This design comes from an exercise in tuning for small area, a short achievable clock period and few clock cycles on the open sky130 flow, not from production work. Function was checked by simulation only, so behaviour that the tests miss may differ from the original. Power is estimated from default activity; no workload was simulated.

==> flow/design.v (excerpt) <==
module proc (
   imem_addr, dmem_addr, dmem_wdata, dmem_en, dmem_wr, halt,
   clk, rst, imem_rdata, dmem_rdata
   );
   input clk;
   input rst;
   output [15:0] imem_addr;
   input  [15:0] imem_rdata;
   output [15:0] dmem_addr;
   output [15:0] dmem_wdata;
   output        dmem_en;
   output        dmem_wr;
   input  [15:0] dmem_rdata;
   output        halt;
   function [16:0] pfx16;
      input [15:0] p, g;
      input        cin;
      reg   [15:0] gg, pp;
      integer      l, m, n;
      begin
         gg = g;
         pp = p;
         gg[0] = g[0] | (p[0] & cin);
         for (l = 1; l < 16; l = l * 2)
            for (m = 0; m < 16; m = m + 1)
               if (m & l) begin
                  n = (m & ~(2 * l - 1)) + l - 1;
                  gg[m] = gg[m] | (pp[m] & gg[n]);
                  pp[m] = pp[m] & pp[n];
               end
         pfx16 = {gg[15], p ^ {gg[14:0], cin}};
      end
   endfunction
   wire [15:0] ni  = imem_rdata;
   wire [4:0]  nop = ni[15:11];
   wire [2:0]  nrs = ni[10:8];
   wire [2:0]  nrt = ni[7:5];
   wire n_rfmt  = (nop[4:3] == 2'b11) & (nop[2:1] != 2'b00);    
   wire n_addi  = (nop == 5'b01000);
   wire n_subi  = (nop == 5'b01001);
   wire n_logi  = (nop[4:1] == 4'b0101);                       
   wire n_shi   = (nop[4:2] == 3'b101);                        
  ...
Settings: LEC_CHECK=0, ABC_AREA=1, CAP_MARGIN=20, CORE_MARGIN=2, CORE_UTILIZATION=40, SETUP_SLACK_MARGIN=5.0, SLEW_MARGIN=20; clock period 9.0 ns.
run.sh (not shown) runs the stock make flow with config.mk's settings and CLKGATE_MAP_FILE= SYNTH_SCRIPT=/design/flow/synth_recipe.tcl, a recipe that flattens the netlist after the stock synthesis.
Testbench counts at the start, summed over its fixed seeds: cycles 87,473.
Rerun with:
--- a/flow/design.v
+++ b/flow/design.v
@@ -63,37 +63,41 @@
    always @* begin
       case (nrs)
         3'd0: an = r0; 3'd1: an = r1; 3'd2: an = r2; 3'd3: an = r3;
         3'd4: an = r4; 3'd5: an = r5; 3'd6: an = r6; default: an = r7;
       endcase
       case (nrt)
         3'd0: bn = r0; 3'd1: bn = r1; 3'd2: bn = r2; 3'd3: bn = r3;
         3'd4: bn = r4; 3'd5: bn = r5; 3'd6: bn = r6; default: bn = r7;
       endcase
    end
    reg  [15:1] f;            
-   reg  [15:0] agu;          
-   reg         redir;        
+   reg  [7:0]  agl;          
+   reg         x_inc, x_dec;     
+   reg  [15:1] bt;           
+   reg         nx_f, nx_bt, nx_agu;  
    reg  [15:0] a, b;         
    reg         we;
    reg  [2:0]  wa;
    reg         x_en, x_wr, x_halt;
    reg         x_sub, x_andn;
    reg  [1:0]  x_sht, x_cmpt;
    reg         s_agu, s_add, s_log, s_sh, s_btr, s_cmp, s_imm, s_slbi, s_ld, s_link;
+   wire [15:8] agh   = x_inc ? a[15:8] + 8'd1 : x_dec ? a[15:8] - 8'd1 : a[15:8];
+   wire [15:0] agu   = {agh, agl};
    assign dmem_addr  = agu;
    assign dmem_wdata = b;
    assign dmem_en    = x_en;
    assign dmem_wr    = x_wr;
    assign halt       = x_halt;
-   wire [15:1] nxt   = redir ? agu[15:1] : f;
+   wire [15:1] nxt   = ({15{nx_f}} & f) | ({15{nx_bt}} & bt) | ({15{nx_agu}} & agu[15:1]);
    assign imem_addr  = {nxt, 1'b0};
    wire [15:0] ax   = x_sub ? ~a : a;
    wire [16:0] sum  = pfx16(ax ^ b, ax & b, x_sub);
    wire        eq   = (a == b);
    wire        sle  = (a[15] & ~b[15]) | (~(a[15] ^ b[15]) & sum[16]);
    wire        cmpb = (x_cmpt == 2'd0) ? eq :
                       (x_cmpt == 2'd1) ? (sle & ~eq) :
                       (x_cmpt == 2'd2) ? sle : sum[16];
    wire [15:0] lres = x_andn ? (a & ~b) : (a ^ b);
    wire [3:0]  k    = b[3:0];
    wire [15:0] t1   = k[0] ? {a[14:0], a[15]}      : a;
@@ -123,45 +127,48 @@
          case (wa)
            3'd0: r0 <= wd; 3'd1: r1 <= wd; 3'd2: r2 <= wd; 3'd3: r3 <= wd;
            3'd4: r4 <= wd; 3'd5: r5 <= wd; 3'd6: r6 <= wd; default: r7 <= wd;
          endcase
       end
    end
    wire [15:0] n_s5 = {{11{ni[4]}}, ni[4:0]};
    wire [15:0] n_z5 = {11'd0, ni[4:0]};
    wire [15:0] n_s8 = {{8{ni[7]}}, ni[7:0]};
    wire [15:0] fa   = (we && wa == nrs) ? wd : an;
    wire [15:0] fb   = (we && wa == nrt) ? wd : bn;
-   wire        n_pcrel = n_j | n_br;
-   wire [15:0] n_x  = n_pcrel ? {nxt, 1'b1} : fa;
-   wire [15:0] n_y  = n_j  ? {{5{ni[10]}}, ni[10:1], 1'b1} :
-                      n_br ? {{8{ni[7]}}, ni[7:1], 1'b1} :
-                      n_jr ? n_s8 : n_s5;
+   wire [7:0]  n_imm = n_jr ? ni[7:0] : {{3{ni[4]}}, ni[4:0]};
+   wire [8:0]  n_agl = {1'b0, fa[7:0]} + {1'b0, n_imm};
+   wire [15:1] n_off = n_j ? {{5{ni[10]}}, ni[10:1]} : {{8{ni[7]}}, ni[7:1]};
    wire [3:0]  n_cnt = n_shi ? ni[3:0] : fb[3:0];
    wire        n_rgt = n_shi ? nop[1] : ni[1];
    wire [3:0]  n_k   = n_rgt ? 4'd0 - n_cnt : n_cnt;
    wire        n_az  = ~|fa;
    wire        n_tk  = n_j | (n_br & ((nop[1:0] == 2'b00) ?  n_az :
                                       (nop[1:0] == 2'b01) ? ~n_az :
                                       (nop[1:0] == 2'b10) ?  fa[15] : ~fa[15]));
    always @(posedge clk) begin
       a <= fa;
       b <= n_subi           ? n_s5 :
            (n_shi | n_shr)  ? {12'd0, n_k} :
            n_logi           ? n_z5 :
            (n_lbi | n_slbi) ? n_s8 : fb;
-      agu <= pfx16(n_x ^ n_y, n_x & n_y, 1'b0);
+      agl   <= n_agl[7:0];
+      x_inc <= n_agl[8] & ~n_imm[7];
+      x_dec <= ~n_agl[8] & n_imm[7];
+      bt    <= nxt + n_off + 15'd1;
       f        <= rst ? 15'd0 : nxt + 15'd1;
       we     <= ~rst & n_we;
       wa     <= n_wa;
-      redir  <= ~rst & (n_jr | n_tk);
+      nx_f   <= rst | ~(n_jr | n_tk);
+      nx_bt  <= ~rst & n_tk;
+      nx_agu <= ~rst & n_jr;
       x_en   <= ~rst & (n_st | n_ld | n_stu);
       x_wr   <= ~rst & (n_st | n_stu);
       x_halt <= ~rst & (nop == 5'b00000);
       x_sub  <= n_subi | (n_arith & (ni[1:0] == 2'b01)) | (n_cmp & (nop[1:0] == 2'b01 || nop[1:0] == 2'b10));
       x_andn <= n_rfmt ? ni[0] : nop[0];
       x_sht  <= n_rfmt ? ni[1:0] : nop[1:0];
       x_cmpt <= nop[1:0];
       s_agu  <= n_addi | n_stu;
       s_add  <= n_subi | (n_arith & ~ni[1]);
       s_log  <= n_logi | (n_arith & ni[1]);
       s_sh   <= n_shi | n_shr;
Register-to-register slack improves by 0.42 ns.
Synthesized cell count rose by 7.0%.
Setup slack improves by 0.33 ns.
Critical path depth fell by 19.
Wire length rose by 5.2%.
Global-route usage fell by 0.63 points.
Utilization fell by 0.27 points.
Combinational power fell by about 4%.
Hold slack improves by 0.0065 ns.
Total power rose by 5.6%.
Die area rose by 5.3%.
Count of clock-buffer cells in the layout does not change.
Final area rose by 5.2%.
Clock skew is about the same.
Testbench counts after the change, summed over its fixed seeds: cycles 87,473.

-- what the ideal ports hide --
No port has a modelled driver above. Below, the same layouts with a new extraction and two added sets of constraints. Step 1 (the two cells are an assumption about what drives the block):
set clk [get_ports {clk}]
set_driving_cell -lib_cell sky130_fd_sc_hd__clkbuf_16 $clk
set_driving_cell -lib_cell sky130_fd_sc_hd__buf_2 [delete_from_list [all_inputs] $clk]
Step 2 also shifts input and output timing later by t, the mid clock arrival at the registers, as if the neighbouring blocks saw the same clock. Slacks: ideal / step 1 / step 2; pairs: ideal / step 1.
| run | t (ns) | setup WS [ns] | latest minus earliest clock arrival (ns) |
|---|---|---|---|
| the first run | 0.593 | 4.707 / 4.707 / 4.154 | 0.032 / 0.031 |
| the second run | 0.590 | 5.037 / 4.982 / 4.568 | 0.030 / 0.030 |
After both steps every run listed still meets setup and hold. The setup slack of the first run, which loses most, moves by 0.000 ns with the drivers and by -0.553 ns with both steps.
